This design comes from an exercise in tuning for small area on the open sky130 flow, not from production work. The RTL was checked by simulation tests, not by an equivalence proof against the original design. No activity file was given, so power comes from the tool's default toggle rates.

==> flow/flow/run.sh <==
#!/bin/bash
# Standard ORFS layout (the standard.sh, standard synthesis unchanged), with the
# port buffers inserted as the smallest buffer cell and no dummy clock loads in CTS.
set -euo pipefail
BP="-buffer_cell sky130_fd_sc_hd__buf_1"
CTS="-sink_clustering_enable -repair_clock_nets -buf_list sky130_fd_sc_hd__clkbuf_4 -sink_clustering_size 20 -sink_clustering_max_diameter 50 -dont_use_dummy_load"
export BUFFER_PORTS_ARGS="$BP" CTS_ARGS="$CTS"
bash standard.sh "BUFFER_PORTS_ARGS=$BP" "CTS_ARGS=$CTS" finish > standard_make.log 2>&1
==> flow/standard.sh <==
#!/bin/bash
# synth_recipe.tcl (not shown) runs the flow's synth.tcl, then flattens the netlist and writes it again
# the make line also repeats each setting of config.mk as NAME=value (left out here)
make -C /OpenROAD-flow-scripts/flow DESIGN_CONFIG=/design/flow/config.mk WORK_HOME=/design/flow/orfs CLKGATE_MAP_FILE= SYNTH_SCRIPT=/design/flow/synth_recipe.tcl "${@:-finish}"
==> flow/config.mk <==
export PLATFORM = sky130hd
export DESIGN_NAME = motor_pwm
export DESIGN_NICKNAME = motor_pwm
export VERILOG_FILES = /design/flow/design.v
export SDC_FILE = /design/flow/constraint.sdc
export NUM_CORES = 4
export LEC_CHECK = 0
export CAP_MARGIN = 20
export CORE_MARGIN = 2
export CORE_UTILIZATION = 65
export CTS_BUF_LIST = sky130_fd_sc_hd__clkbuf_4
export CTS_CLUSTER_DIAMETER = 50
export CTS_CLUSTER_SIZE = 20
export SLEW_MARGIN = 20
==> flow/constraint.sdc <==
create_clock -name core_clock -period 25.0 [get_ports {iCLK}]
set_input_delay 5.0000 -clock core_clock [delete_from_list [all_inputs] [get_ports {iCLK}]]
set_output_delay 5.0000 -clock core_clock [all_outputs]
set_load 0.01 [all_outputs]
==> flow/design.v <==
module motor_pwm_phase #(parameter SIZE=16)(
                        iCLK, iENABLE, iLOAD, iFIRST,
                        iPERIOD, iPERIOD_N, iDUTY,
                        iCOUNTER, iCOUNTER_DB,
                        oPAD_P, oPAD_N );
  input iCLK, iENABLE, iLOAD, iFIRST;
  input [SIZE-1:0] iPERIOD, iPERIOD_N, iDUTY, iCOUNTER, iCOUNTER_DB;
  output oPAD_P, oPAD_N;
  reg [SIZE-1:0] duty_q;
  wire [SIZE-1:0] duty_d = iLOAD ? iDUTY : duty_q;
  wire [SIZE-1:0] duty_n = ~duty_d;
  always @( posedge iCLK )
    duty_q <= duty_d;
  wire [SIZE:0] dc, sc;
  wire [SIZE-1:0] ndif, sum;
  assign dc[0] = 1'b1;
  assign sc[0] = 1'b1;
  genvar i;
  generate
    for (i = 0; i < SIZE; i = i + 1) begin : g_add
      assign ndif[i] = ~(iPERIOD[i] ^ duty_n[i] ^ dc[i]);
      assign dc[i+1] = (iPERIOD[i] & duty_n[i]) | (dc[i] & (iPERIOD[i] ^ duty_n[i]));
      assign sum[i]  = ~(iPERIOD_N[i] ^ duty_n[i] ^ sc[i]);
      assign sc[i+1] = (iPERIOD_N[i] & duty_n[i]) | (sc[i] & (iPERIOD_N[i] ^ duty_n[i]));
    end
  endgenerate
  wire [SIZE-1:0] A = {1'b0, ~ndif[SIZE-1:1]};
  wire [SIZE-1:0] C = {~sc[SIZE] ^ ~dc[SIZE], sum[SIZE-1:1]};
  wire eqA = (iCOUNTER    == A);
  wire eqB = (iCOUNTER_DB == A);
  wire eqC = (iCOUNTER    == C);
  wire eqD = (iCOUNTER_DB == C);
  reg ltA, ltB, geC, geD;
  wire ltA_d = (iLOAD | ltA) & ~eqA;
  wire ltB_d = (iLOAD | ltB) & ~eqB;
  wire geC_d = (~iLOAD & geC) | eqC;
  wire geD_d = (~iLOAD & geD) | eqD;
  wire gtC = ~iLOAD & geC;
  wire gtD = ~iLOAD & geD;
  always @( posedge iCLK ) begin
    ltA <= ltA_d;
    ltB <= ltB_d;
    geC <= geC_d;
    geD <= geD_d;
  end
  reg pad_p, pad_n;
  always @( negedge iCLK or negedge iENABLE )
  begin
    if( !iENABLE ) begin
      pad_p <= 0;
      pad_n <= 1;
    end else begin
      pad_n <= iFIRST | ltA_d | gtD;
      pad_p <= ~iFIRST & ~ltB_d & ~gtC;
    end
  end
  assign oPAD_P = pad_p;
  assign oPAD_N = pad_n;
endmodule
module motor_pwm #(parameter SIZE=16)(
                    iCLK, iENABLE,
                    iPERIOD, iDEADBAND,
                    iDUTY_A, iDUTY_B, iDUTY_C,
                    oPAD_AP, oPAD_AN,
                    oPAD_BP, oPAD_BN,
                    oPAD_CP, oPAD_CN );
  input iCLK, iENABLE;
  input [SIZE-1:0] iPERIOD, iDEADBAND;
  input [SIZE-1:0] iDUTY_A, iDUTY_B, iDUTY_C;
  output oPAD_AP, oPAD_AN;
  output oPAD_BP, oPAD_BN;
  output oPAD_CP, oPAD_CN;
  reg [SIZE-1:0] counter;
  reg first;
  reg load;
  reg [SIZE-1:0] period_q, deadband_q;
  wire [SIZE-1:0] period_d   = load ? iPERIOD   : period_q;
  wire [SIZE-1:0] deadband_d = load ? iDEADBAND : deadband_q;
  wire [SIZE:0] lt;
  assign lt[0] = 1'b0;
  genvar i;
  generate
    for (i = 0; i < SIZE; i = i + 1) begin : g_cmp
      assign lt[i+1] = iPERIOD[i] ? (~counter[i] | lt[i]) : (~counter[i] & lt[i]);
    end
  endgenerate
  wire wrap = first | ~lt[SIZE];
  wire [SIZE:0] ic;
  wire [SIZE-1:0] inc;
  assign ic[0] = 1'b1;
  generate
    for (i = 0; i < SIZE; i = i + 1) begin : g_inc
      assign inc[i]  = counter[i] ^ ic[i];
      assign ic[i+1] = counter[i] & ic[i];
    end
  endgenerate
  always @( posedge iCLK or negedge iENABLE )
    if( !iENABLE ) first <= 1'b1;
    else           first <= 1'b0;
  always @( posedge iCLK ) begin
    counter    <= wrap ? {SIZE{1'b0}} : inc;
    load       <= wrap;
    period_q   <= period_d;
    deadband_q <= deadband_d;
  end
  wire [SIZE:0] kc;
  wire [SIZE-1:0] kd;
  assign kc[0] = 1'b1;
  generate
    for (i = 0; i < SIZE; i = i + 1) begin : g_kd
      assign kd[i]   = counter[i] ^ ~deadband_d[i] ^ kc[i];
      assign kc[i+1] = (counter[i] & ~deadband_d[i]) | (kc[i] & (counter[i] ^ ~deadband_d[i]));
    end
  endgenerate
  wire [SIZE-1:0] period_n = ~period_d;
  motor_pwm_phase phaseA ( iCLK, iENABLE, load, first, period_d, period_n, iDUTY_A,
                           counter, kd, oPAD_AP, oPAD_AN );
  motor_pwm_phase phaseB ( iCLK, iENABLE, load, first, period_d, period_n, iDUTY_B,
                           counter, kd, oPAD_BP, oPAD_BN );
  motor_pwm_phase phaseC ( iCLK, iENABLE, load, first, period_d, period_n, iDUTY_C,
                           counter, kd, oPAD_CP, oPAD_CN );
endmodule
==> notes.md, run 1 <==
Cells after Synth=777; Hold WS=485 ps; H-tree Lvls=4; total clock buffers created by CTS=17; register bit total from synthesis=116; max_cap viols=0; vias in the first global route=6,419; Slew @ Worst Pin=1010 ps; io pins=88; row cnt=41; clock sink total=116; Via density=5.86; routability cong.=0.991; drc violations=0; via count=6,013; clock latency (worst-skew pair)=570 ps; Critical Path Source Type=input pin; ys flop type=dfxtp_1; asr flop ratio synth=6.03%; Final #Nets=1,057; run status=complete, no violations; Net Count, Synth=978; clk root buf=clkbuf_4; share of layout cells above drive strength 1=9.02%; Post-Syn Area=8580 sq um; Pleak=3.70 nW; dpl ws=-400 ps; CTS tree=built; hold-fix buffers at CTS=0; Initial DRC Count=538; Max Fanout on Critical Path=4; fillcell total=962; CP required=12,960 ps; initial core utilization=67.1%; drt pass-1 iters=5; core area=12,800 sq um; Cell variety after synth=45; CP arrival=12,720 ps; skew final=87.4 ps; number of I/O port buffers=87; unrepaired setup endpoints after global routing=false; Finished Layout Cells=1,026; maximum vdd drop=46.5 uV; Clock Pin Slew Worst Setup and Hold Paths=90 ps; drt total wl=24.2 mm; commonest non-fill, non-tap cells in the layout=xnor2_1 (145), dfxtp_1 (108), fa_1 (91); placed inst area=9070 sq um; sequential area share after synthesis=27.5%; final-report setup violation count=0; Antenna Cells=0; post-route cell area=9230 sq um; Congestion Overflow GR=0; Final Hold Vio Count=0; initial antenna violation count=0; Area growth, synth to finish=7.66%; die height=119 um; P per Cell Area=89.4 nW/um^2; Avg WL per Cell=23.6 um; Detailed Place HPWL=20.0 mm; first-pass GRT wire length=36.7 mm; clk buf depth=2; Slew Viols, Final=0; Final ANT Viol Nets=0; count of flip-flops with a built-in enable after synthesis=0; syn avg cell area=11.0 sq um; area occupied by multi-input gates=5790 sq um; r2r setup slk=3730 ps; commonest non-fill, non-tap cell in the layout=xnor2_1; yosys warns=2; worst slew margin relative to its limit=32.1%; largest net degree at the start of global routing=65; GR Util All Layers=36.1%; chip width=119 um; Hold Crit Class=reg -> reg; placed cells=1,006; die area=14,100 sq um; CP Capture Type=flop; critical path class=in -> reg; register area=2370 sq um; final worst slack=232 ps
==> flip-flops by register name, summed over array words and instances (netlist names), 16 cells and up <==
signal         count
counter           16
deadband_q        16
period_q          16
phaseA.duty_q     16
phaseB.duty_q     16
phaseC.duty_q     16
==> synth_stat cells (2+ instances only) <==
master / n / area share [%]
a21boi_0: 6 / 0.53
ha_1: 15 / 2.2
nor4_1: 15 / 1.1
dfstp_2: 4 / 1.2
a21o_1: 3 / 0.26
buf_2: 11 / 0.64
xor2_1: 47 / 4.8
a21oi_1: 4 / 0.23
nand3_1: 6 / 0.35
fa_1: 104 / 24
inv_1: 77 / 3.4
dfrtn_1: 3 / 0.88
a31oi_1: 4 / 0.29
a21boi_1: 8 / 0.70
xnor2_1: 145 / 15
and2_1: 2 / 0.15
nand4_1: 34 / 2.5
nand2b_1: 10 / 0.73
nor2_1: 12 / 0.53
nor3_1: 4 / 0.23
mux2i_1: 62 / 7.2
o2111ai_1: 2 / 0.20
o22ai_1: 3 / 0.22
o41ai_1: 3 / 0.31
nand2_1: 6 / 0.26
buf_1: 7 / 0.31
o21ai_0: 2 / 0.12
or3b_2: 3 / 0.31
buf_4: 2 / 0.18
nor2b_1: 12 / 0.88
mux2_2: 18 / 2.4
dfxtp_1: 109 / 25
clkbuf_1: 22 / 0.96
==> worst max-delay path: stages <==
cell and delay (ps):
buf_1 90, mux2_4 300, buf_4 180, fa_1 440
fa_1 400, fa_1 400, fa_1 390, fa_1 400
fa_1 390, fa_1 390, fa_1 400, fa_1 400
fa_1 410, fa_1 400, fa_1 410, fa_1 420
fa_1 410, fa_1 560, xnor2_1 140, nand4_1 110
nor2_1 120, a31oi_1 110, or3b_2 460
==> what timing repair did <==
item | in CTS | in global routing
gates resized for setup | 0 | 5
endpoints found under the setup margin | 0 | 3
setup buffers | 0 | 1
hold endpoints to repair | 0 | 0
==> path summary, 6_finish.rpt <==
check | endpoint | from | cells past startpoint
setup / recovery | phaseA.pad_n$_DFF_NN1_ | iPERIOD[1] | 23
max in group asynchronous | phaseB.pad_n$_DFF_NN1_ | iENABLE | 1
hold reg to reg | phaseC.ltA$_DFF_P_ | phaseC.ltA$_DFF_P_ | 2
min in group asynchronous | first$_DFF_PN1_ | iENABLE | 1
hold / removal | phaseC.ltA$_DFF_P_ | phaseC.ltA$_DFF_P_ | 2
setup reg to reg | phaseB.pad_p$_DFF_NN0_ | load$_DFF_P_ | 22
==> routing by layer <==
| metal | up-vias | wire, um | part of all wire (%) | global-route usage [%] |
|---|---|---|---|---|
| met5 | - | 0 | 0 | 0 |
| met4 | 0 | 743 | 3.1 | 14.6 |
| met3 | 47 | 2350 | 9.7 | 8.62 |
| met2 | 336 | 11300 | 47 | 55.6 |
| met1 | 2960 | 9840 | 41 | 49.3 |
| li1 | 2670 | - | - | - |
==> power breakdown <==
part | internal [mW] | switching, mW | total (mW)
sequential | 0.204 | 0.0129 | 0.217
combinational | 0.231 | 0.281 | 0.512
clock | 0.0315 | 0.0653 | 0.0968
total | 0.467 | 0.359 | 0.826
==> per-stage QoR <==
step                      TNS [ps]  total power, mW  utilization [%]
after floorplan              -8.55            0.591                -
after global placement       -1030            0.715             71.0
after detailed placement     -1850            0.723             71.0
after CTS                        0            0.817             72.1
after global routing             0            0.868             72.3
final                            0            0.826             72.3
==> area by class of cell <==
| class | instances | share of cell area, % |
|---|---|---|
| tap | 172 | 2.33 |
| sequential | 116 | 25.6 |
| clock inverter | 3 | 0.122 |
| inverter | 77 | 3.13 |
| multi-input combinational | 540 | 62.7 |
| clock buffer | 17 | 1.38 |
| timing repair buffer | 101 | 4.68 |
==> logic make-up (layout without fill, tap and decap cells) <==
kind of cell / after synthesis / after routing / synth area share, %
fa+ha+maj: 120 / 120 / 26.6
compound gates: 43 / 43 / 3.98
buf+inv: 121 / 198 / 5.63
flops: 116 / 116 / 27.5
xor+xnor: 192 / 192 / 19.6
simple gates: 104 / 104 / 7.00
other cells: 1 / 1 / 0.0437
mux: 80 / 80 / 9.60
==> run 2: changes to the inputs <==
==> flow/flow/run.sh (replaced) <==
#!/bin/bash
# Standard ORFS layout (the standard.sh, standard synthesis unchanged), with the
# port buffers inserted as the smallest buffer cell and no dummy clock loads in CTS.
set -euo pipefail
BP="-buffer_cell sky130_fd_sc_hd__buf_1"
CTS="-sink_clustering_enable -repair_clock_nets -buf_list sky130_fd_sc_hd__clkbuf_4 -sink_clustering_size 20 -sink_clustering_max_diameter 50 -dont_use_dummy_load"
export BUFFER_PORTS_ARGS="$BP" CTS_ARGS="$CTS" RECOVER_POWER=100
bash standard.sh "BUFFER_PORTS_ARGS=$BP" "CTS_ARGS=$CTS" RECOVER_POWER=100 finish > standard_make.log 2>&1
==> notes.md, run 2 <==
drc violations=0 (unchanged); clock latency (worst-skew pair)=580 ps (about the same); drt total wl=24.1 mm (-0.21%); Post-synth top cells=xnor2_1 (145), dfxtp_1 (109), fa_1 (104), inv_1 (77), mux2i_1 (62); Clock Pin Slew Worst Setup and Hold Paths=80 ps (about the same); clock sink total=116 (unchanged); area leader, netlist=dfxtp_1; Synth area leaders=dfxtp_1 (25%), fa_1 (24%), xnor2_1 (15%); commonest non-fill, non-tap cells in the layout=xnor2_1 (145), dfxtp_1 (108), fa_1 (91); area occupied by multi-input gates=5790 sq um (unchanged); Pleak=3.70 nW (about the same); Cells after Synth=777 (unchanged); worst slew margin relative to its limit=33.5% (+1.4 points); share of layout cells above drive strength 1=8.55% (-0.47 points); Final Hold Vio Count=0 (unchanged); Detailed Place HPWL=20.0 mm (unchanged); final-report setup violation count=0 (unchanged); clk buf depth=2 (unchanged); P per Cell Area=89.4 nW/um^2 (about the same); Most Frequent Cell on Critical Path=fa_1; count leader, synth=xnor2_1; Via density=5.88 (+0.30%); count of flip-flops with a built-in enable after synthesis=0 (unchanged); GR Util All Layers=36.1% (unchanged); Antenna Cells=0 (unchanged); unrepaired setup endpoints after global routing=false; Critical Path Source Type=input pin; yosys warns=2 (unchanged); commonest non-fill, non-tap cell in the layout=xnor2_1; CP arrival=12,700 ps (-20 ps); crit-path max cell delay=550 ps (about the same); hold-fix buffers at CTS=0 (unchanged); Final ANT Viol Nets=0 (unchanged); max_cap viols=0 (unchanged); Clock Power Share=11.8% (about the same); area share of the largest cell type after synthesis=25.4% (unchanged); Post-Syn Area=8580 sq um (unchanged); Area growth, synth to finish=7.66% (unchanged); Pint=466 uW (about the same); asr flop ratio synth=6.03% (unchanged); skew final=91.6 ps (+4.15 ps); Cell variety after synth=45 (unchanged); io pins=88 (unchanged); via count=6,031 (+0.30%); Slew Viols, Final=0 (unchanged); initial antenna violation count=0 (unchanged); Hold Crit Class=reg -> reg; placed inst area=9070 sq um (unchanged); dpl ws=-400 ps (unchanged); drt pass-1 iters=5 (unchanged); Max Fanout on Critical Path=4 (unchanged); final worst slack=254 ps (+22.3 ps); syn avg cell area=11.0 sq um (unchanged); first-pass GRT wire length=36.7 mm (unchanged); row cnt=41 (unchanged); number of I/O port buffers=87 (unchanged); sequential area share after synthesis=27.5% (unchanged); largest net degree at the start of global routing=65 (unchanged); post-route cell area=9230 sq um (unchanged); sequential share of power=26.3% (about the same); fillcell total=962 (unchanged); total chip power=825 uW (about the same); Avg WL per Cell=23.5 um (-0.21%); die height=119 um (unchanged); total clock buffers created by CTS=17 (unchanged); H-tree Lvls=4 (unchanged); Initial DRC Count=515 (-4.3%); clk root buf=clkbuf_4; CP Capture Type=flop; Congestion Overflow GR=0 (unchanged); Comb power frac=62.0% (about the same); CP Cell Sequence=buf_1 > mux2_4 > buf_4 > fa_1 > fa_1 > fa_1 > fa_1 > fa_1 > fa_1 > fa_1 > fa_1 > fa_1 > fa_1 > fa_1 > fa_1 > fa_1 > fa_1 > fa_1 > xnor2_1 > nand4_1 > nor2_1 > a31oi_1 > or3b_2; register area=2370 sq um (unchanged); ys flop type=dfxtp_1; Switching Fraction=43.5% (about the same); sw power=359 uW (about the same); register bit total from synthesis=116 (unchanged); Final #Nets=1,057 (unchanged); critical path class=in -> reg; Net Count, Synth=978 (unchanged); CTS tree=built; Slew @ Worst Pin=994 ps (-20.7 ps); chip width=119 um (unchanged); core area=12,800 sq um (unchanged); initial core utilization=67.1% (unchanged); run status=complete, no violations; vias in the first global route=6,419 (unchanged); Crit-path slowest cell=fa_1; maximum vdd drop=45.7 uV (-1.6%); CP required=12,960 ps (about the same); routability cong.=0.991 (unchanged); die area=14,100 sq um (unchanged)
-- run 2: stage by stage --
stage	TNS, ps	std cells	hold slack [ps]	utilization [%]
after floorplan	-8.55	777	418	-
after global placement	-1030	1006	432	71.0
after detailed placement	-1850	1006	448	71.0
after CTS	0	1025	472	72.1
after global routing	0	1026	507	72.3
final	0	1026	482	72.3
-- run 2: layout make-up --
class	count	area share (%)
Multi-Input combinational cell	540	62.7
Sequential cell	116	25.6
Timing Repair Buffer	101	4.68
Inverter	77	3.13
Tap cell	172	2.33
Clock buffer	17	1.38
Clock inverter	3	0.122
-- run 2: cell families after synthesis --
logic type,share of synthesized area (%)
xor+xnor,19.6
buf+inv,5.63
fa+ha+maj,26.6
flops,27.5
simple gates,7.00
mux,9.60
compound gates,3.98
other cells,0.0437
-- run 2: path summary, 6_finish.rpt --
check / start / endpoint / slack (ps) / depth (start not counted)
max in group asynchronous: iENABLE / phaseB.pad_n$_DFF_NN1_ / 7740 / 1
min: phaseC.geD$_DFF_P_ / phaseC.geD$_DFF_P_ / 480 / 2
max reg2reg: load$_DFF_P_ / phaseB.pad_n$_DFF_NN1_ / 3710 / 20
min in group asynchronous: iENABLE / first$_DFF_PN1_ / 4690 / 1
max: iPERIOD[1] / phaseA.pad_n$_DFF_NN1_ / 250 / 23
min reg2reg: phaseC.geD$_DFF_P_ / phaseC.geD$_DFF_P_ / 480 / 2
-- run 2: what timing repair did --
action | CTS | global route
endpoints found under the setup margin | 0 | 3
resized for setup | 0 | 5
setup buffers | 0 | 1
-- run 2: routing by layer --
metal	wire (um)	vias up	GRT usage [%]
li1	-	2667	-
met1	9770	2990	49.3
met2	11200	320	55.6
met3	2390	54	8.62
met4	824	0	14.6
met5	0	-	0
-- run 2: critical path: cells and delay by family --
family | cells | cell delay (ps)
compound gates | 1 | 100
fa+ha+maj | 15 | 6210
mux | 1 | 300
buf+inv | 2 | 270
simple gates | 3 | 690
xor+xnor | 1 | 140
-- run 2: power groups by stage --
stage | Clock (mW) | Combinational, mW | Sequential [mW]
floorplan | 0.000998 | 0.378 | 0.213
global placement | 0.000998 | 0.493 | 0.220
detailed placement | 0.000998 | 0.501 | 0.221
CTS | 0.0980 | 0.502 | 0.217
global route | 0.105 | 0.544 | 0.219
finish | 0.0970 | 0.511 | 0.217
==> run 3: changes to the inputs <==
==> flow/flow/run.sh (replaced) <==
#!/bin/bash
# Standard ORFS layout (the standard.sh, standard synthesis unchanged), with the
# port buffers inserted as the smallest buffer cell and no dummy clock loads in CTS.
set -euo pipefail
BP="-buffer_cell sky130_fd_sc_hd__buf_1"
CTS="-sink_clustering_enable -repair_clock_nets -buf_list sky130_fd_sc_hd__clkbuf_4 -sink_clustering_size 20 -sink_clustering_max_diameter 50 -dont_use_dummy_load"
export BUFFER_PORTS_ARGS="$BP" CTS_ARGS="$CTS"
bash standard.sh "BUFFER_PORTS_ARGS=$BP" "CTS_ARGS=$CTS" finish > standard_make.log 2>&1
--- a/flow/config.mk
+++ b/flow/config.mk
@@ -6,9 +6,9 @@
 export NUM_CORES = 4
 export LEC_CHECK = 0
 export CAP_MARGIN = 20
+export CELL_PAD_IN_SITES_DETAIL_PLACEMENT = 0
+export CELL_PAD_IN_SITES_GLOBAL_PLACEMENT = 0
 export CORE_MARGIN = 2
-export CORE_UTILIZATION = 65
+export CORE_UTILIZATION = 78
 export CTS_BUF_LIST = sky130_fd_sc_hd__clkbuf_4
-export CTS_CLUSTER_DIAMETER = 50
-export CTS_CLUSTER_SIZE = 20
 export SLEW_MARGIN = 20
==> notes.md, run 3 <==
area leader, netlist=dfxtp_1; core area=10,800 sq um (-16%); die height=109 um (-8.4%); H-tree Lvls=4 (unchanged); commonest non-fill, non-tap cell in the layout=xnor2_1; initial core utilization=79.5% (+12 points); vias in the first global route=6,598 (+2.8%); clock latency (worst-skew pair)=570 ps (about the same); drc violations=0 (unchanged); CP Cell Sequence=buf_1 > mux2_4 > fa_1 > fa_1 > fa_1 > fa_1 > fa_1 > fa_1 > fa_1 > fa_1 > fa_1 > fa_2 > fa_2 > fa_2 > fa_2 > fa_2 > fa_1 > xor2_1 > nor4_1 > a31oi_1 > or3b_2; CTS tree=built; count of flip-flops with a built-in enable after synthesis=0 (unchanged); Crit-path slowest cell=fa_1; Initial DRC Count=531 (+3.1%); CP arrival=12,760 ps (+60 ps); Net Count, Synth=978 (unchanged); die area=11,800 sq um (-16%); Pleak=3.67 nW (-0.93%); r2r setup slk=3730 ps (+20 ps); via count=6,200 (+2.8%); Post-Syn Area=8580 sq um (unchanged); Cells after Synth=777 (unchanged); area share of the largest cell type after synthesis=25.4% (unchanged); final worst slack=191 ps (-63.6 ps); clock sink total=116 (unchanged); clk buf depth=2 (unchanged); Area growth, synth to finish=6.65%; GR peak layer=met2; syn avg cell area=11.0 sq um (unchanged); register bit total from synthesis=116 (unchanged); Hold Crit Class=reg -> reg; Via density=6.27 (+6.6%); Cell variety after synth=45 (unchanged); Hold WS=475 ps (-7.11 ps); Setup Buffers After CTS=0 (unchanged); clk root buf=clkbuf_4; count leader, synth=xnor2_1; Post-synth top cells=xnor2_1 (145), dfxtp_1 (109), fa_1 (104), inv_1 (77), mux2i_1 (62); met3 Use GR=13.0% (+4.4 points); io pins=88 (unchanged); GR Util All Layers=42.6% (+6.5 points); CP Capture Type=flop; crit-path max cell delay=530 ps (-20 ps); first-pass GRT wire length=35.8 mm (-2.6%); Detailed Place HPWL=19.2 mm (-4.0%); skew final=96.6 ps (+5.02 ps); Congestion Overflow GR=0 (unchanged); commonest non-fill, non-tap cells in the layout=xnor2_1 (145), dfxtp_1 (108), fa_1 (90); met1 Resource Use GR=52.4% (+3.1 points); worst slew margin relative to its limit=36.6% (+3.1 points); critical path class=in -> reg; CP required=12,950 ps (about the same); Slew Viols, Final=0 (unchanged); Synth area leaders=dfxtp_1 (25%), fa_1 (24%), xnor2_1 (15%); drt pass-1 iters=6 (+1); post-layout util=84.7% (+12 points); routability cong.=1.17 (+18%); Most Frequent Cell on Critical Path=fa_1; Max Fanout on Critical Path=4 (unchanged); total clock buffers created by CTS=17 (unchanged); number of I/O port buffers=87 (unchanged); largest net degree at the start of global routing=49 (-25%); final-report setup violation count=0 (unchanged); fillcell total=592 (-38%); sequential area share after synthesis=27.5% (unchanged); max_cap viols=0 (unchanged); Critical Path Source Type=input pin; delay-heaviest family, CP=adder cells; asr flop ratio synth=6.03% (unchanged); Buf+Inv Stages, Crit Path=1 (-1); placed cells=969 (-3.7%); initial antenna violation count=0 (unchanged); ys flop type=dfxtp_1; Clock Pin Slew Worst Setup and Hold Paths=80 ps (about the same); unrepaired setup endpoints after global routing=false; Final Hold Vio Count=0 (unchanged); drt total wl=23.3 mm (-3.4%); dpl ws=-372 ps (+27.4 ps); chip width=109 um (-8.4%); row cnt=38 (-7.3%); met2 Usage GRT=67.8% (+12 points); run status=complete, no violations; P per Cell Area=90.9 nW/um^2 (+1.6%); Finished Layout Cells=989 (-3.6%); Final ANT Viol Nets=0 (unchanged); Slew @ Worst Pin=948 ps (-46.4 ps); share of layout cells above drive strength 1=8.37% (-0.18 points); yosys warns=2 (unchanged); Final #Nets=1,051 (-0.57%); maximum vdd drop=66.7 uV (+46%); Avg WL per Cell=23.6 um (+0.18%)
[run 3: area by class of cell]
cell class	instances	area (sq um)	area share (%)
Clock buffer	17	128	1.40
Multi-Input combinational cell	540	5790	63.3
Sequential cell	116	2370	25.9
Clock inverter	3	11.3	0.123
Inverter	77	289	3.16
Antenna cell	1	2.50	0.0274
Tap cell	140	175	1.92
Timing Repair Buffer	95	387	4.23
[run 3: routing by layer]
metal / vias up / share of wire, %
met2: 383 / 47
met1: 3055 / 37
met5: - / 0
met4: 0 / 5.6
li1: 2648 / -
met3: 114 / 9.8
[run 3: power breakdown]
| part | internal (mW) | switching, mW |
|---|---|---|
| Clock | 0.0315 | 0.0613 |
| Sequential | 0.204 | 0.0128 |
| Combinational | 0.234 | 0.287 |
[run 3: worst reg2reg max path, cell delays in order (launching register included)]
cell and delay, ps:
dfxtp_4 820, mux2i_4 380, nand2_1 110, fa_1 460, fa_1 440, fa_1 430, fa_1 430, fa_1 450
fa_1 450, fa_1 440, fa_1 430, fa_1 430, fa_2 400, fa_2 380, fa_2 380, fa_2 380
fa_2 370, fa_1 530, xor2_1 170, nor4_1 190, a31oi_1 140, or3b_2 450
[run 3: logic make-up after synthesis]
group / Yosys count / share of synthesized area (%)
DFF: 116 / 27.5
and+or+nand+nor: 104 / 7.00
muxes: 80 / 9.60
xor gates and xnor gates: 192 / 19.6
other: 1 / 0.0437
adders and majority gates: 120 / 26.6
buffers and inverters: 121 / 5.63
AOI/OAI and AO/OA: 43 / 3.98
[run 3: what timing repair did]
item                                    in CTS  in global routing
endpoints found under the setup margin       0                  4
gates resized for setup                      0                  5
hold buffers                                 0                  0
[run 3: stage by stage]
| step | TNS (ps) | power (mW) | instance area [sq um] |
|---|---|---|---|
| 2_1_floorplan | -8.55 | 0.591 | 8620 |
| 3_3_place_gp | -969 | 0.713 | 8990 |
| 3_5_place_dp | -1920 | 0.724 | 8990 |
| 4_1_cts | 0 | 0.816 | 9130 |
| 5_1_grt | 0 | 0.870 | 9140 |
| 6_report | 0 | 0.831 | 9150 |
[run 3: final timing paths]
kind / start / depth (start not counted) / end
max in group asynchronous: iENABLE / 1 / phaseA.pad_n$_DFF_NN1_
max: iPERIOD[1] / 21 / phaseB.pad_n$_DFF_NN1_
min in group asynchronous: iENABLE / 1 / first$_DFF_PN1_
min: phaseB.geD$_DFF_P_ / 2 / phaseB.geD$_DFF_P_
max reg2reg: load$_DFF_P_ / 21 / phaseB.pad_n$_DFF_NN1_
min reg2reg: phaseB.geD$_DFF_P_ / 2 / phaseB.geD$_DFF_P_
==> run 4: changes to the inputs <==
==> flow/flow/run.sh (replaced) <==
#!/bin/bash
# Standard ORFS layout (the standard.sh, standard synthesis unchanged), with the
# port buffers inserted as the smallest buffer cell and no dummy clock loads in CTS.
set -euo pipefail
BP="-buffer_cell sky130_fd_sc_hd__buf_1"
CTS="-sink_clustering_enable -repair_clock_nets -buf_list sky130_fd_sc_hd__clkbuf_4 -sink_clustering_size 30 -sink_clustering_max_diameter 60 -dont_use_dummy_load"
export BUFFER_PORTS_ARGS="$BP" CTS_ARGS="$CTS"
bash standard.sh "BUFFER_PORTS_ARGS=$BP" "CTS_ARGS=$CTS" finish > standard_make.log 2>&1
==> flow/config.mk (replaced) <==
export PLATFORM = sky130hd
export DESIGN_NAME = motor_pwm
export DESIGN_NICKNAME = motor_pwm
export VERILOG_FILES = /design/flow/design.v
export SDC_FILE = /design/flow/constraint.sdc
export NUM_CORES = 4
export LEC_CHECK = 0
export CAP_MARGIN = 20
export CORE_MARGIN = 2
export CORE_UTILIZATION = 65
export CTS_BUF_LIST = sky130_fd_sc_hd__clkbuf_4
export CTS_CLUSTER_DIAMETER = 50
export CTS_CLUSTER_SIZE = 20
export SLEW_MARGIN = 20
==> notes.md, run 4 <==
run status=complete, no violations; clock latency (worst-skew pair)=570 ps (about the same); Detailed Place HPWL=20.0 mm (+4.2%); clock sink total=116 (unchanged); final-report setup violation count=0 (unchanged); syn avg cell area=11.0 sq um (unchanged); Initial DRC Count=538 (+1.3%); sequential share of power=26.3% (+0.2 points); core area=12,800 sq um (+18%); post-layout util=72.3% (-12 points); drt total wl=24.2 mm (+3.8%); vias in the first global route=6,419 (-2.7%); io pins=88 (unchanged); Hold Crit Class=reg -> reg; CP required=12,960 ps (about the same); initial antenna violation count=0 (unchanged); number of I/O port buffers=87 (unchanged); sequential area share after synthesis=27.5% (unchanged); GR Util All Layers=36.1% (-6.5 points); skew final=87.4 ps (-9.17 ps); Cell variety after synth=45 (unchanged); die area=14,100 sq um (+19%); Avg WL per Cell=23.6 um (about the same); yosys warns=2 (unchanged); asr flop ratio synth=6.03% (unchanged); total chip power=826 uW (-0.64%); Max Fanout on Critical Path=4 (unchanged); unrepaired setup endpoints after global routing=false; worst slew margin relative to its limit=32.1% (-4.5 points); critical path class=in -> reg; Post-Syn Area=8580 sq um (unchanged); Comb power frac=62.0% (-0.7 points); placed cells=1,006 (+3.8%); Finished Layout Cells=1,026 (+3.7%); Cells after Synth=777 (unchanged); clk root buf=clkbuf_4; count of flip-flops with a built-in enable after synthesis=0 (unchanged); via count=6,013 (-3.0%); commonest non-fill, non-tap cells in the layout=xnor2_1 (145), dfxtp_1 (108), fa_1 (91); post-route cell area=9230 sq um (+0.94%); share of layout cells above drive strength 1=9.02% (+0.64 points); Final ANT Viol Nets=0 (unchanged); CP Capture Type=flop; Antenna Cells=0 (-1); first-pass GRT wire length=36.7 mm (+2.6%); row cnt=41 (+7.9%); Slew @ Worst Pin=1010 ps (+67.1 ps); Net Count, Synth=978 (unchanged); register bit total from synthesis=116 (unchanged); area leader, netlist=dfxtp_1; count leader, synth=xnor2_1; largest net degree at the start of global routing=65 (+33%); drc violations=0 (unchanged); clk buf depth=2 (unchanged); sw power=359 uW (-0.65%); die height=119 um (+9.2%); final worst slack=232 ps (+41.3 ps); Area growth, synth to finish=7.66%; Clock Power Share=11.7% (+0.5 points); Pint=467 uW (-0.64%); Final Hold Vio Count=0 (unchanged); Post-synth top cells=xnor2_1 (145), dfxtp_1 (109), fa_1 (104), inv_1 (77), mux2i_1 (62); total clock buffers created by CTS=17 (unchanged); H-tree Lvls=4 (unchanged); chip width=119 um (+9.2%); P per Cell Area=89.4 nW/um^2 (-1.6%); ys flop type=dfxtp_1; Hold WS=485 ps (+10.0 ps); maximum vdd drop=46.5 uV (-30%); Via density=5.86 (-6.5%); Synth area leaders=dfxtp_1 (25%), fa_1 (24%), xnor2_1 (15%); max_cap viols=0 (unchanged); dpl ws=-400 ps (-27.4 ps); TNS Setup=0 ps (unchanged); Final #Nets=1,057 (+0.57%); placed inst area=9070 sq um (+0.86%); CTS tree=built; commonest non-fill, non-tap cell in the layout=xnor2_1; Clock Pin Slew Worst Setup and Hold Paths=90 ps (about the same); Switching Fraction=43.5% (about the same); drt pass-1 iters=5 (-1); Critical Path Source Type=input pin; area share of the largest cell type after synthesis=25.4% (unchanged); Pleak=3.70 nW (+0.92%); routability cong.=0.991 (-15%); CP arrival=12,720 ps (-40 ps); Slew Viols, Final=0 (unchanged); Congestion Overflow GR=0 (unchanged); initial core utilization=67.1% (-12 points)
==> run 4: cell counts after synthesis <==
Identical to the previous run, type by type.
==> run 4: cell type report <==
cell class	count	area, sq um
clock buffer	17	128
clock inverter	3	11.3
fill	962	3540
inverter	77	289
multi-input combinational	540	5790
sequential	116	2370
tap	172	215
timing repair buffer	101	432
==> run 4: power groups by stage <==
stage	Combinational (mW)	Clock, mW	Sequential, mW
after floorplan	0.378	0.000998	0.213
after CTS	0.502	0.0980	0.217
after global placement	0.493	0.000998	0.220
after detailed placement	0.501	0.000998	0.221
after global routing	0.544	0.105	0.219
final	0.512	0.0968	0.217
==> run 4: final timing paths <==
kind                                    start                      to  cells past startpoint  slack [ps]
min in group asynchronous             iENABLE         first$_DFF_PN1_                      1        4690
hold / removal             phaseC.ltA$_DFF_P_      phaseC.ltA$_DFF_P_                      2         480
setup reg to reg                 load$_DFF_P_  phaseB.pad_p$_DFF_NN0_                     22        3730
max in group asynchronous             iENABLE  phaseB.pad_n$_DFF_NN1_                      1        7740
hold reg to reg            phaseC.ltA$_DFF_P_      phaseC.ltA$_DFF_P_                      2         480
setup / recovery                   iPERIOD[1]  phaseA.pad_n$_DFF_NN1_                     23         230
==> run 4: worst max-delay path: stages <==
cell and delay [ps]:
buf_1 90, mux2_4 300, buf_4 180, fa_1 440, fa_1 400, fa_1 400
fa_1 390, fa_1 400, fa_1 390, fa_1 390, fa_1 400, fa_1 400
fa_1 410, fa_1 400, fa_1 410, fa_1 420, fa_1 410, fa_1 560
xnor2_1 140, nand4_1 110, nor2_1 120, a31oi_1 110, or3b_2 460
==> run 4: what timing repair did <==
action                     in CTS  in global routing
hold buffers                    0                  0
setup buffers                   0                  1
resized for setup               0                  5
setup endpoints to repair       0                  3
==> run 4: logic make-up after synthesis <==
group	synth area share, %
XOR/XNOR	19.6
buffers and inverters	5.63
adder cells (fa/ha/maj)	26.6
flip-flops	27.5
AND/OR/NAND/NOR	7.00
multiplexers	9.60
AO/OA/AOI/OAI	3.98
other	0.0437
==> run 4: layer usage <==
| metal | routed length (um) | share of wire, % | vias to the layer above | track usage [%] |
|---|---|---|---|---|
| li1 | - | - | 2670 | - |
| met1 | 9840 | 41 | 2960 | 49.3 |
| met2 | 11300 | 47 | 336 | 55.6 |
| met3 | 2350 | 9.7 | 47 | 8.62 |
| met4 | 743 | 3.1 | 0 | 14.6 |
| met5 | 0 | 0 | - | 0 |
==> run 5: changes to the inputs <==
--- a/flow/design.v
+++ b/flow/design.v
@@ -73,9 +73,13 @@
   reg [SIZE-1:0] counter;
   reg first;
   reg load;
-  reg [SIZE-1:0] period_q, deadband_q;
-  wire [SIZE-1:0] period_d   = load ? iPERIOD   : period_q;
-  wire [SIZE-1:0] deadband_d = load ? iDEADBAND : deadband_q;
+  reg [SIZE-1:0] period_q;
+  wire [SIZE-1:0] period_d = load ? iPERIOD : period_q;
+  reg [SIZE-1:0] cdb_q;
+  wire [SIZE-1:0] cdb_m = load ? ~iDEADBAND : cdb_q;
+  wire [SIZE:0] dc;
+  wire [SIZE-1:0] cdb;
+  assign dc[0] = 1'b1;
   wire [SIZE:0] lt;
   assign lt[0] = 1'b0;
   genvar i;
@@ -97,26 +101,23 @@
   always @( posedge iCLK or negedge iENABLE )
     if( !iENABLE ) first <= 1'b1;
     else           first <= 1'b0;
-  always @( posedge iCLK ) begin
-    counter    <= wrap ? {SIZE{1'b0}} : inc;
-    load       <= wrap;
-    period_q   <= period_d;
-    deadband_q <= deadband_d;
-  end
-  wire [SIZE:0] kc;
-  wire [SIZE-1:0] kd;
-  assign kc[0] = 1'b1;
   generate
-    for (i = 0; i < SIZE; i = i + 1) begin : g_kd
-      assign kd[i]   = counter[i] ^ ~deadband_d[i] ^ kc[i];
-      assign kc[i+1] = (counter[i] & ~deadband_d[i]) | (kc[i] & (counter[i] ^ ~deadband_d[i]));
+    for (i = 0; i < SIZE; i = i + 1) begin : g_cdb
+      assign cdb[i]  = cdb_m[i] ^ dc[i];
+      assign dc[i+1] = cdb_m[i] & dc[i];
     end
   endgenerate
+  always @( posedge iCLK ) begin
+    counter  <= wrap ? {SIZE{1'b0}} : inc;
+    load     <= wrap;
+    period_q <= period_d;
+    cdb_q    <= cdb;
+  end
   wire [SIZE-1:0] period_n = ~period_d;
   motor_pwm_phase phaseA ( iCLK, iENABLE, load, first, period_d, period_n, iDUTY_A,
-                           counter, kd, oPAD_AP, oPAD_AN );
+                           counter, cdb, oPAD_AP, oPAD_AN );
   motor_pwm_phase phaseB ( iCLK, iENABLE, load, first, period_d, period_n, iDUTY_B,
-                           counter, kd, oPAD_BP, oPAD_BN );
+                           counter, cdb, oPAD_BP, oPAD_BN );
   motor_pwm_phase phaseC ( iCLK, iENABLE, load, first, period_d, period_n, iDUTY_C,
-                           counter, kd, oPAD_CP, oPAD_CN );
+                           counter, cdb, oPAD_CP, oPAD_CN );
 endmodule
==> flow/flow/run.sh (replaced) <==
#!/bin/bash
# Standard ORFS layout (the standard.sh, standard synthesis unchanged), with the
# port buffers inserted as the smallest buffer cell and no dummy clock loads in CTS.
set -euo pipefail
BP="-buffer_cell sky130_fd_sc_hd__buf_1"
CTS="-sink_clustering_enable -repair_clock_nets -buf_list sky130_fd_sc_hd__clkbuf_4 -sink_clustering_size 20 -sink_clustering_max_diameter 50 -dont_use_dummy_load"
export BUFFER_PORTS_ARGS="$BP" CTS_ARGS="$CTS"
bash standard.sh "BUFFER_PORTS_ARGS=$BP" "CTS_ARGS=$CTS" finish > standard_make.log 2>&1
--- a/flow/config.mk
+++ b/flow/config.mk
@@ -7,7 +7,7 @@
 export LEC_CHECK = 0
 export CAP_MARGIN = 20
 export CORE_MARGIN = 2
-export CORE_UTILIZATION = 65
+export CORE_UTILIZATION = 78
 export CTS_BUF_LIST = sky130_fd_sc_hd__clkbuf_4
 export CTS_CLUSTER_DIAMETER = 50
 export CTS_CLUSTER_SIZE = 20
==> notes.md, run 5 <==
run status=complete, no violations; count leader, synth=xnor2_1; sequential area share after synthesis=27.5% (unchanged); critical path class=in -> reg; share of layout cells above drive strength 1=10.4% (+1.4 points); clock latency (worst-skew pair)=560 ps (about the same); sw power=262 uW (-27%); Most Frequent Cell on Critical Path=fa_1; CTS tree=built; Post-synth top cells=xnor2_1 (126), dfxtp_1 (109), fa_1 (90), xor2_1 (64), inv_1 (59); Hold Crit Class=reg -> reg; post-CTS sizing=0 (unchanged); Final #Nets=1,059 (+0.19%); Cells after Synth=786 (+1.2%); Buf+Inv Stages, Crit Path=1 (-1); post-layout util=84.2% (+12 points); drt total wl=22.6 mm (-6.7%); Detailed Place HPWL=18.5 mm (-7.4%); Slew @ Worst Pin=917 ps (-97.5 ps); Congestion Overflow GR=0 (unchanged); row cnt=38 (-7.3%); Net Count, Synth=986 (+0.82%); commonest non-fill, non-tap cells in the layout=xnor2_1 (126), dfxtp_1 (108), buf_1 (87); Switching Fraction=40.3% (-3.2 points); largest net degree at the start of global routing=56 (-14%); Avg WL per Cell=22.6 um (-4.1%); CP Cell Sequence=buf_1 > mux2_4 > fa_1 > fa_1 > fa_1 > fa_1 > fa_1 > fa_1 > fa_1 > fa_1 > fa_2 > fa_2 > fa_2 > fa_2 > fa_2 > fa_2 > fa_1 > xor2_1 > nor4_1 > nand4_1 > o32a_1 > nor3_1; die area=11,800 sq um (-16%); Area growth, synth to finish=5.91%; Cell variety after synth=52 (+16%); initial core utilization=79.5% (+12 points); maximum vdd drop=55.6 uV (+20%); clk buf depth=2 (unchanged); Final ANT Viol Nets=0 (unchanged); drt pass-1 iters=5 (unchanged); first-pass GRT wire length=34.4 mm (-6.3%); via count=6,230 (+3.6%); TNS Setup=0 ps (unchanged); yosys warns=2 (unchanged); worst slew margin relative to its limit=38.8% (+6.7 points); clk root buf=clkbuf_4; Crit-path slowest cell=fa_1; clock sink total=116 (unchanged); Post-Syn Area=8580 sq um (unchanged); Setup Buffers After CTS=0 (unchanged); syn avg cell area=10.9 sq um (-1.1%); Slew Viols, Final=0 (unchanged); ys flop type=dfxtp_1; CP required=12,980 ps (+20 ps); chip width=109 um (-8.4%); Clock Power Share=14.4% (+2.7 points); Pint=388 uW (-17%); hold-fix buffers at CTS=0 (unchanged); Critical Path Source Type=input pin; area share of the largest cell type after synthesis=25.4% (unchanged); Synth area leaders=dfxtp_1 (25%), fa_1 (21%), xnor2_1 (13%); skew final=95.6 ps (+8.21 ps); CP Capture Type=flop; total clock buffers created by CTS=17 (unchanged); delay-heaviest family, CP=adder cells; H-tree Lvls=4 (unchanged); Clock Pin Slew Worst Setup and Hold Paths=80 ps (about the same); Initial DRC Count=629 (+17%); io pins=88 (unchanged); max_cap viols=0 (unchanged); asr flop ratio synth=6.03% (unchanged); final-report setup violation count=0 (unchanged); vias in the first global route=6,433 (+0.22%); crit-path max cell delay=510 ps (-50 ps); Hold WS=481 ps (-3.95 ps); CP arrival=12,710 ps (about the same); Via density=6.24 (+6.5%); Pleak=3.66 nW (-1.2%); register bit total from synthesis=116 (unchanged); count of flip-flops with a built-in enable after synthesis=0 (unchanged); routability cong.=0.990 (about the same); Max Fanout on Critical Path=3 (-1); Final Hold Vio Count=0 (unchanged); die height=109 um (-8.4%); GR Util All Layers=40.7% (+4.7 points); P per Cell Area=71.6 nW/um^2 (-20%); number of I/O port buffers=87 (unchanged); total chip power=650 uW (-21%); area leader, netlist=dfxtp_1; drc violations=0 (unchanged); final worst slack=271 ps (+39.4 ps); Comb power frac=53.8% (-8.2 points); core area=10,800 sq um (-16%); dpl ws=-368 ps (+31.6 ps); sequential share of power=31.8% (+5.5 points); initial antenna violation count=1 (+1); commonest non-fill, non-tap cell in the layout=xnor2_1
==> run 5: cells by family (layout without fill, tap and decap cells) <==
kind of cell	count (synthesis)	after routing	synth area share, %
XOR/XNOR	191	191	19.6
AO/OA/AOI/OAI	60	60	5.98
buffers and inverters	110	181	5.87
other	1	2	0.0437
AND/OR/NAND/NOR	124	124	7.92
multiplexers	64	64	7.72
flip-flops	116	116	27.5
adder cells (fa/ha/maj)	120	120	25.3
==> run 5: through the flow <==
stage	cells	instance area, sq um
floorplan	786	8610
global placement	978	8930
detailed placement	978	8930
CTS	997	9070
global route	998	9080
finish	998	9080
==> run 5: layout make-up <==
class                           count  area (sq um)
Antenna cell                        1          2.50
Clock buffer                       17           128
Clock inverter                      3          11.3
Fill cell                         615          1710
Inverter                           64           240
Multi-Input combinational cell    560          5760
Sequential cell                   116          2370
Tap cell                          140           175
Timing Repair Buffer               97           402
==> run 5: path summary, 6_finish.rpt <==
kind                                          from                     end  slack, ps  cells after the start
worst max register to register        load$_DFF_P_  phaseC.pad_p$_DFF_NN0_       3900                     21
min in group asynchronous                  iENABLE         first$_DFF_PN1_       4700                      1
max in group asynchronous                  iENABLE  phaseC.pad_n$_DFF_NN1_       7750                      1
worst max-delay path                    iPERIOD[1]  phaseC.pad_p$_DFF_NN0_        270                     22
worst min register to register  phaseA.ltA$_DFF_P_      phaseA.ltA$_DFF_P_        480                      2
worst min-delay path            phaseA.ltA$_DFF_P_      phaseA.ltA$_DFF_P_        480                      2
==> run 5: power by group through the flow <==
stage                     sequential (mW)  clock (mW)  combinational [mW]
after floorplan                     0.207    0.000998               0.263
after global placement              0.210    0.000998               0.325
after detailed placement            0.211    0.000998               0.339
after CTS                           0.207      0.0941               0.342
after global routing                0.208       0.101               0.375
final                               0.207      0.0936               0.350
==> run 5: routing by layer <==
metal  share of wire (%)  global-route usage, %
met1                  38                   51.7
met2                  47                   65.5
met3                  10                   10.5
met4                 5.2                   19.5
met5                   0                      0
==> run 5: tightest hold or removal path: cells and delay by family, from the launching register on <==
kind / cells / cell delay, ps
AND/OR/NAND/NOR: 2 / 130
flip-flops: 1 / 300
==> run 6: changes to the inputs <==
--- a/flow/config.mk
+++ b/flow/config.mk
@@ -9,6 +9,5 @@
 export CORE_MARGIN = 2
 export CORE_UTILIZATION = 78
 export CTS_BUF_LIST = sky130_fd_sc_hd__clkbuf_4
-export CTS_CLUSTER_DIAMETER = 50
-export CTS_CLUSTER_SIZE = 20
+export GPL_ROUTABILITY_DRIVEN = 0
 export SLEW_MARGIN = 20
==> notes.md, run 6 <==
via count=6,132 (-1.6%); clock sink total=116 (unchanged); post-route cell area=9080 sq um (about the same); Congestion Overflow GR=0 (unchanged); CP required=12,990 ps (about the same); critical path class=in -> reg; drt total wl=22.7 mm (+0.46%); final-report setup violation count=0 (unchanged); Crit-path slowest cell=fa_1; sequential area share after synthesis=27.5% (unchanged); first-pass GRT wire length=34.5 mm (about the same); die height=109 um (unchanged); Antenna Cells=0 (-1); commonest non-fill, non-tap cells in the layout=xnor2_1 (126), dfxtp_1 (108), buf_1 (87); share of layout cells above drive strength 1=10.6% (+0.26 points); worst slew margin relative to its limit=39.2% (+0.31 points); Pleak=3.65 nW (-0.23%); TNS Setup=0 ps (unchanged); sequential share of power=31.7% (about the same); Slew @ Worst Pin=913 ps (-4.63 ps); dpl ws=-355 ps (+13.0 ps); Comb power frac=53.8% (about the same); area share of the largest cell type after synthesis=25.4% (unchanged); Initial DRC Count=655 (+4.1%); Net Count, Synth=986 (unchanged); crit-path max cell delay=530 ps (+20 ps); skew final=94.1 ps (-1.55 ps); H-tree Lvls=4 (unchanged); yosys warns=2 (unchanged); unrepaired setup endpoints after global routing=false; Max Fanout on Critical Path=3 (unchanged); register bit total from synthesis=116 (unchanged); asr flop ratio synth=6.03% (unchanged); Final #Nets=1,057 (-0.19%); syn avg cell area=10.9 sq um (unchanged); CTS tree=built; vias in the first global route=6,432 (-0.016%); drt pass-1 iters=5 (unchanged); Via density=6.16 (-1.3%); clock latency (worst-skew pair)=570 ps (about the same); row cnt=38 (unchanged); Area growth, synth to finish=5.92% (about the same); largest net degree at the start of global routing=58 (+3.6%); count leader, synth=xnor2_1; Cell variety after synth=52 (unchanged); total clock buffers created by CTS=17 (unchanged); Final Hold Vio Count=0 (unchanged); ys flop type=dfxtp_1; CP Cell Sequence=buf_1 > mux2_4 > fa_1 > fa_1 > fa_1 > fa_1 > fa_1 > fa_1 > fa_1 > fa_1 > fa_2 > fa_1 > fa_2 > fa_2 > fa_2 > fa_2 > fa_1 > buf_4 > xor2_1 > nor2_1 > nand4_1 > o32a_1 > nor3_2; fillcell total=636 (+3.4%); chip width=109 um (unchanged); io pins=88 (unchanged); commonest non-fill, non-tap cell in the layout=xnor2_1; Cells after Synth=786 (unchanged); core area=10,800 sq um (unchanged); GR Util All Layers=40.8% (+0.079 points); Avg WL per Cell=22.8 um (+0.76%); Post-Syn Area=8580 sq um (unchanged); Most Frequent Cell on Critical Path=fa_1; Final ANT Viol Nets=0 (unchanged); placed inst area=8920 sq um (-0.17%); area leader, netlist=dfxtp_1; number of I/O port buffers=87 (unchanged); run status=complete, no violations; max_cap viols=0 (unchanged); Detailed Place HPWL=18.3 mm (-0.98%); Post-synth top cells=xnor2_1 (126), dfxtp_1 (109), fa_1 (90), xor2_1 (64), inv_1 (59); P per Cell Area=71.8 nW/um^2 (+0.36%); maximum vdd drop=46.1 uV (-17%); CP Capture Type=flop; CP arrival=12,730 ps (+20 ps); Hold WS=476 ps (-4.63 ps); post-layout util=84.2% (about the same); initial antenna violation count=0 (-1); Synth area leaders=dfxtp_1 (25%), fa_1 (21%), xnor2_1 (13%); Clock Pin Slew Worst Setup and Hold Paths=80 ps (about the same); die area=11,800 sq um (unchanged); Clock Power Share=14.6% (+0.2 points); sw power=264 uW (+0.87%); Slew Viols, Final=0 (unchanged); Pint=389 uW (about the same); clk root buf=clkbuf_4; Switching Fraction=40.5% (+0.20 points); Hold Crit Class=reg -> reg; Critical Path Source Type=input pin; count of flip-flops with a built-in enable after synthesis=0 (unchanged); clk buf depth=2 (unchanged); initial core utilization=79.5% (unchanged); drc violations=0 (unchanged); final worst slack=267 ps (-4.13 ps)
## run 6: critical path, delay by kind of cell
kind            cells  cell delay, ps
compound gates      1             350
mux                 1             290
buf+inv             2             240
fa+ha+maj          15            6360
simple gates        3             370
xor+xnor            1             130
## run 6: stage by stage
| step | power [mW] | cells |
|---|---|---|
| after floorplan | 0.471 | 786 |
| after global placement | 0.536 | 976 |
| after detailed placement | 0.549 | 976 |
| after CTS | 0.641 | 995 |
| after global routing | 0.687 | 995 |
| final | 0.653 | 995 |
## run 6: path summary, 6_finish.rpt
kind | startpoint | end | slack (ps) | cells past startpoint
worst max-delay path | iPERIOD[1] | phaseB.pad_p$_DFF_NN0_ | 270 | 23
worst min-delay path | phaseA.ltA$_DFF_P_ | phaseA.ltA$_DFF_P_ | 480 | 2
worst max register to register | load$_DFF_P_ | phaseC.pad_p$_DFF_NN0_ | 3580 | 22
worst min register to register | phaseA.ltA$_DFF_P_ | phaseA.ltA$_DFF_P_ | 480 | 2
max in group asynchronous | iENABLE | phaseA.pad_n$_DFF_NN1_ | 7730 | 1
min in group asynchronous | iENABLE | first$_DFF_PN1_ | 4720 | 1
## run 6: timing repair
action,CTS,global route
hold buffers,0,0
gates resized for setup,0,8
setup endpoints to repair,0,4
hold endpoints to repair,0,0
buffers inserted,0,0
## run 6: routing by layer
layer,vias up,GRT usage [%],part of all wire (%),wire length [um]
li1,2697,-,-,-
met1,2918,51.7,38,8620
met2,417,66.0,47,10600
met3,100,10.3,10,2320
met4,0,19.1,5.0,1120
met5,-,0,0,0
## run 6: cells by family (layout without fill, tap and decap cells)
kind of cell	after synthesis	count (layout)	synth area share (%)
AO/OA/AOI/OAI	60	60	5.98
XOR/XNOR	191	191	19.6
adder cells (fa/ha/maj)	120	120	25.3
buffers and inverters	110	179	5.87
flip-flops	116	116	27.5
multiplexers	64	64	7.72
other	1	1	0.0437
AND/OR/NAND/NOR	124	124	7.92
## run 6: power by group through the flow
stage / sequential, mW / clock [mW] / combinational (mW)
floorplan: 0.207 / 0.000998 / 0.263
global placement: 0.210 / 0.000998 / 0.325
detailed placement: 0.211 / 0.000998 / 0.337
CTS: 0.206 / 0.0938 / 0.341
global route: 0.208 / 0.103 / 0.376
finish: 0.207 / 0.0951 / 0.351
## run 6: cell type report
| cell class | instances | area [sq um] | area share, % |
|---|---|---|---|
| well taps | 140 | 175 | 1.93 |
| inverters | 64 | 240 | 2.64 |
| repair buffers | 95 | 387 | 4.26 |
| multi-input cells | 560 | 5780 | 63.6 |
| clock buffers | 17 | 128 | 1.40 |
| flip-flops and latches | 116 | 2370 | 26.0 |
| clock inverters | 3 | 11.3 | 0.124 |
==> run 7: changes to the inputs <==
--- a/flow/config.mk
+++ b/flow/config.mk
@@ -9,5 +9,5 @@
 export CORE_MARGIN = 2
 export CORE_UTILIZATION = 78
 export CTS_BUF_LIST = sky130_fd_sc_hd__clkbuf_4
-export GPL_ROUTABILITY_DRIVEN = 0
+export PLACE_DENSITY = 0.85
 export SLEW_MARGIN = 20
==> notes.md, run 7 <==
largest net degree at the start of global routing=55 (-5.2%); Antenna Cells=0 (unchanged); drt pass-1 iters=7 (+2); clk buf depth=2 (unchanged); P per Cell Area=71.8 nW/um^2 (about the same); final-report setup violation count=0 (unchanged); number of I/O port buffers=87 (unchanged); area leader, netlist=dfxtp_1; Post-Syn Area=8580 sq um (unchanged); Hold Crit Class=reg -> reg; clk root buf=clkbuf_4; chip width=109 um (unchanged); area share of the largest cell type after synthesis=25.4% (unchanged); total clock buffers created by CTS=17 (unchanged); die height=109 um (unchanged); Most Frequent Cell on Critical Path=fa_1; asr flop ratio synth=6.03% (unchanged); Synth area leaders=dfxtp_1 (25%), fa_1 (21%), xnor2_1 (13%); drt total wl=23.3 mm (+2.7%); Final #Nets=1,058 (+0.095%); total chip power=653 uW (about the same); sequential area share after synthesis=27.5% (unchanged); Crit-path slowest cell=fa_1; FF-to-FF Start=load$_DFF_P_; count leader, synth=xnor2_1; Via density=6.29 (+2.0%); Max Fanout on Critical Path=5 (+2); drc violations=0 (unchanged); fillcell total=607 (-4.6%); Cell variety after synth=52 (unchanged); Cells after Synth=786 (unchanged); GR Util All Layers=42.0% (+1.2 points); crit path from=iPERIOD[1]; Avg WL per Cell=23.4 um (+2.6%); hold_sp=phaseA.ltA$_DFF_P_; CP Cell Sequence=buf_1 > mux2_4 > buf_4 > fa_1 > fa_1 > fa_1 > fa_1 > fa_1 > fa_1 > fa_1 > fa_1 > fa_1 > fa_1 > fa_1 > fa_1 > fa_1 > fa_1 > fa_1 > xnor2_1 > nand4_1 > nor4_2 > nor2_1 > a211o_1; run status=complete, no violations; routability cong.=0.975; Clock Pin Slew Worst Setup and Hold Paths=60 ps (-20 ps); Congestion Overflow GR=0 (unchanged); syn avg cell area=10.9 sq um (unchanged); critical path class=in -> reg; Buf+Inv Stages, Crit Path=2 (unchanged); Setup Buffers After CTS=0 (unchanged); placed cells=977 (+0.10%); io pins=88 (unchanged); Post-synth top cells=xnor2_1 (126), dfxtp_1 (109), fa_1 (90), xor2_1 (64), inv_1 (59); CP required=12,930 ps (-60 ps); CTS tree=built; count of flip-flops with a built-in enable after synthesis=0 (unchanged); H-tree Lvls=4 (unchanged); worst slew margin relative to its limit=41.5% (+2.3 points); Detailed Place HPWL=18.8 mm (+2.7%); register bit total from synthesis=116 (unchanged); Area growth, synth to finish=5.95% (about the same); Hold WS=493 ps (+16.8 ps); die area=11,800 sq um (unchanged); Final ANT Viol Nets=0 (unchanged); CP Capture Type=flop; clock sink total=116 (unchanged); post-layout util=84.2% (about the same); ys flop type=dfxtp_1; Net Count, Synth=986 (unchanged); via count=6,260 (+2.1%); row cnt=38 (unchanged); first-pass GRT wire length=35.7 mm (+3.5%); Slew Viols, Final=0 (unchanged); commonest non-fill, non-tap cell in the layout=xnor2_1; vias in the first global route=6,567 (+2.1%); crit-path max cell delay=590 ps (+60 ps); share of layout cells above drive strength 1=10.7% (+0.10 points); commonest non-fill, non-tap cells in the layout=xnor2_1 (126), dfxtp_1 (108), buf_1 (87); initial antenna violation count=0 (unchanged); max_cap viols=0 (unchanged); yosys warns=2 (unchanged); CP arrival=12,720 ps (about the same); Initial DRC Count=663 (+1.2%); maximum vdd drop=50.1 uV (+8.7%); Finished Layout Cells=996 (+0.10%); core area=10,800 sq um (unchanged); delay-heaviest family, CP=adder cells; Final Hold Vio Count=0 (unchanged); skew final=88.0 ps (-6.04 ps); Critical Path Source Type=input pin; Slew @ Worst Pin=878 ps (-35.1 ps); initial core utilization=79.5% (unchanged); Pleak=3.65 nW (about the same); clock latency (worst-skew pair)=550 ps (-20 ps)
run 7: cell counts after synthesis:
Identical to the previous run, type by type.
run 7: stage by stage:
step           instance area (sq um)  TNS [ps]  setup slack [ps]
2_1_floorplan                   8610         0              10.1
3_3_place_gp                    8920      -690              -211
3_5_place_dp                    8920     -1620              -386
4_1_cts                         9060         0               175
5_1_grt                         9090     -17.8             -17.8
6_report                        9090         0               213
run 7: per-layer routing:
layer / vias up / share of wire (%) / global-route usage, %
li1: 2707 / - / -
met1: 3060 / 40 / 55.3
met2: 405 / 47 / 67.4
met5: - / 0 / 0
met3: 88 / 9.0 / 8.43
met4: 0 / 4.1 / 19.7
run 7: final timing paths:
path / end / slack (ps) / cells past startpoint
hold / removal: phaseA.ltA$_DFF_P_ / 490 / 2
max in group asynchronous: phaseA.pad_n$_DFF_NN1_ / 7720 / 1
setup reg to reg: phaseC.pad_p$_DFF_NN0_ / 3490 / 22
hold reg to reg: phaseA.ltA$_DFF_P_ / 490 / 2
min in group asynchronous: first$_DFF_PN1_ / 4720 / 1
setup / recovery: phaseA.pad_n$_DFF_NN1_ / 210 / 23
run 7: kinds of logic (layout without fill, tap and decap cells):
logic type      count (synthesis)  in the layout  share of synthesized area [%]
buf+inv                       110            180                           5.87
flops                         116            116                           27.5
compound gates                 60             60                           5.98
xor+xnor                      191            191                           19.6
other cells                     1              1                         0.0437
fa+ha+maj                     120            120                           25.3
mux                            64             64                           7.72
simple gates                  124            124                           7.92
run 7: layout make-up:
| type | count | area [sq um] | area share (%) |
|---|---|---|---|
| multi-input cells | 560 | 5770 | 63.5 |
| clock inverters | 3 | 11.3 | 0.124 |
| inverters | 64 | 240 | 2.64 |
| repair buffers | 96 | 394 | 4.34 |
| well taps | 140 | 175 | 1.93 |
| flip-flops and latches | 116 | 2370 | 26.0 |
| clock buffers | 17 | 128 | 1.40 |
run 7: report_power, final:
| group | switching, mW | internal (mW) |
|---|---|---|
| Sequential | 0.00757 | 0.200 |
| Combinational | 0.194 | 0.157 |
| Clock | 0.0619 | 0.0315 |
| Total | 0.264 | 0.389 |
run 7: repair_timing:
item                       4_1_cts  5_1_grt
gates resized for setup          0        8
setup endpoints to repair        0        5
hold buffers                     0        0
run 7: worst reg2reg max path, stage by stage, from the launching register on:
cell,delay [ps]
dfxtp_4,630
buf_4,720
mux2i_1,280
fa_1,450
fa_1,430
fa_1,420
fa_1,430
fa_1,440
fa_2,390
fa_1,420
fa_1,420
fa_1,420
fa_1,440
fa_2,380
fa_2,370
fa_2,370
fa_2,380
fa_2,620
xor2_1,70
nor4_1,190
nand4_1,130
o32a_1,330
nor3_1,190
==> run 8: changes to the inputs <==
--- a/flow/config.mk
+++ b/flow/config.mk
@@ -9,5 +9,5 @@
 export CORE_MARGIN = 2
 export CORE_UTILIZATION = 78
 export CTS_BUF_LIST = sky130_fd_sc_hd__clkbuf_4
-export PLACE_DENSITY = 0.85
 export SLEW_MARGIN = 20
+export SYNTH_HIERARCHICAL = 1
==> notes.md, run 8 <==
Clock Pin Slew Worst Setup and Hold Paths=80 ps (+20 ps); placed inst area=8850 sq um (-0.83%); Via density=6.24 (-0.76%); Cell variety after synth=49 (-5.8%); Synth area leaders=dfxtp_1 (26%), fa_1 (22%), xnor2_1 (13%); die height=108 um (-1.2%); row cnt=37 (-2.6%); sequential share of power=30.9% (-0.9 points); Pint=392 uW (+0.91%); H-tree Lvls=4 (unchanged); syn avg cell area=10.8 sq um (-0.83%); Final #Nets=1,073 (+1.4%); Critical Path Source Type=input pin; ys flop type=dfxtp_1; Final Hold Vio Count=0 (unchanged); Net Count, Synth=973 (-1.3%); Avg WL per Cell=23.6 um (+0.79%); Comb power frac=55.4% (+1.5 points); Worst R2R Path Depth=20 (-9.1%); initial core utilization=80.7% (+1.2 points); CP arrival=12,640 ps (-80 ps); drt total wl=23.7 mm (+1.9%); critical path class=in -> reg; hold-fix buffers at CTS=0 (unchanged); final-report setup violation count=0 (unchanged); asr flop ratio synth=6.03% (unchanged); area share of the largest cell type after synthesis=26.1% (+0.64 points); run status=complete, no violations; commonest non-fill, non-tap cell in the layout=xnor2_1; sequential area share after synthesis=28.2% (+0.70 points); Slew @ Worst Pin=960 ps (+82.4 ps); largest net degree at the start of global routing=59 (+7.3%); sw power=282 uW (+6.7%); Hold Path Stages=2 (unchanged); chip width=108 um (-1.2%); count of flip-flops with a built-in enable after synthesis=0 (unchanged); drt pass-1 iters=5 (-2); drc violations=0 (unchanged); Initial DRC Count=572 (-14%); routability cong.=1.06 (+8.5%); Hold WS=469 ps (-24.5 ps); area leader, netlist=dfxtp_1; Detailed Place HPWL=19.7 mm (+4.8%); CP required=12,810 ps (-120 ps); crit path from=iPERIOD[0]; Hold Crit Class=reg -> reg; Area growth, synth to finish=7.33%; Clock Power Share=13.7% (-0.6 points); total clock buffers created by CTS=17 (unchanged); commonest non-fill, non-tap cells in the layout=xnor2_1 (127), dfxtp_1 (108), inv_1 (94); clock sink total=116 (unchanged); max_cap viols=0 (unchanged); io pins=88 (unchanged); Slew Viols, Final=0 (unchanged); clk buf depth=2 (unchanged); Final ANT Viol Nets=0 (unchanged); r2r setup slk=3820 ps (+330 ps); worst slew margin relative to its limit=36.0% (-5.5 points); yosys warns=8 (+6); Post-synth top cells=xnor2_1 (127), dfxtp_1 (109), inv_1 (94), fa_1 (90), mux2i_1 (66); Antenna Cells=0 (unchanged); post-CTS sizing=0 (unchanged); final worst slack=174 ps (-39.0 ps); via count=6,281 (+0.34%); count leader, synth=xnor2_1; clock latency (worst-skew pair)=540 ps (about the same); Pleak=3.77 nW (+3.3%); CTS tree=built; vias in the first global route=6,795 (+3.5%); fillcell total=546 (-10%); P per Cell Area=75.1 nW/um^2 (+4.5%)
## run 8: cell count changes in the layout (fill, tap and decap cells not counted), sizes merged, moves of 14 or more
cell / previous run / this run
nand2: 34 / 2
inv: 66 / 95
mux2i: 47 / 66
nor4: 15 / 34
nand4: 33 / 15
mux2: 17 / 0
and2: 0 / 14
nor2: 12 / 26
## run 8: per-module statistics from Yosys, one instance, submodules excluded
module           copies in the design  flip-flops and latches  cell area [sq um]
motor_pwm_phase                     3                      22               2060
motor_pwm                           1                      50               2200
## run 8: layout make-up
cell class | instances | area share [%]
inverter | 92 | 3.85
sequential | 116 | 26.4
clock inverter | 3 | 0.125
timing repair buffer | 93 | 4.14
multi-input combinational | 550 | 62.2
clock buffer | 17 | 1.42
tap | 136 | 1.90
## run 8: critical path, cell delays in order
cell and delay (ps):
buf_1 90, mux2i_1 170, inv_1 100, or2_2 330, fa_1 400, fa_1 390, fa_1 400, fa_1 400
fa_1 400, fa_1 400, fa_1 410, fa_1 400, fa_1 450, fa_1 430, fa_1 410, fa_1 450
fa_1 420, fa_1 410, fa_1 550, xor2_1 160, nor4_1 70, and4_1 200, o21a_1 190
## run 8: stage by stage
step / util, % / TNS, ps
finish: 86.6 / 0
global route: 86.6 / 0
CTS: 86.6 / 0
detailed placement: 85.3 / -535
global placement: 85.3 / 0
floorplan: - / 0
## run 8: layer usage
layer	vias to the layer above	GRT usage [%]	wire (um)
met5	-	0	0
met4	0	25.4	1550
met3	121	14.5	2440
met2	423	71.7	11300
met1	3030	51.3	8420
li1	2707	-	-
## run 8: power groups by stage
stage,clock [mW],combinational [mW],sequential (mW)
4_1_cts,0.0930,0.362,0.208
6_report,0.0924,0.374,0.208
5_1_grt,0.0993,0.394,0.209
3_5_place_dp,0.00150,0.359,0.212
2_1_floorplan,0.00150,0.265,0.209
3_3_place_gp,0.00150,0.345,0.211
## run 8: cells by family (layout without fill, tap and decap cells)
group | after synthesis | in the layout | share of synthesized area, %
AO/OA/AOI/OAI | 52 | 52 | 4.07
XOR/XNOR | 190 | 190 | 19.9
adder cells (fa/ha/maj) | 121 | 121 | 26.1
buffers and inverters | 107 | 205 | 4.98
flip-flops | 116 | 116 | 28.2
multiplexers | 66 | 66 | 7.90
other | 1 | 1 | 0.0448
AND/OR/NAND/NOR | 120 | 120 | 8.75
## run 8: worst min-delay path by stage
stage / from / endpoint
after CTS: phaseA.ltA$_DFF_P_ / phaseA.ltA$_DFF_P_
final: phaseA.ltA$_DFF_P_ / phaseA.ltA$_DFF_P_
after floorplan: phaseA.ltB$_DFF_P_ / phaseA.ltB$_DFF_P_
after detailed placement: phaseA.ltA$_DFF_P_ / phaseA.ltA$_DFF_P_
after global routing: phaseA.ltA$_DFF_P_ / phaseA.ltA$_DFF_P_
after global placement: phaseB.ltB$_DFF_P_ / phaseB.ltB$_DFF_P_
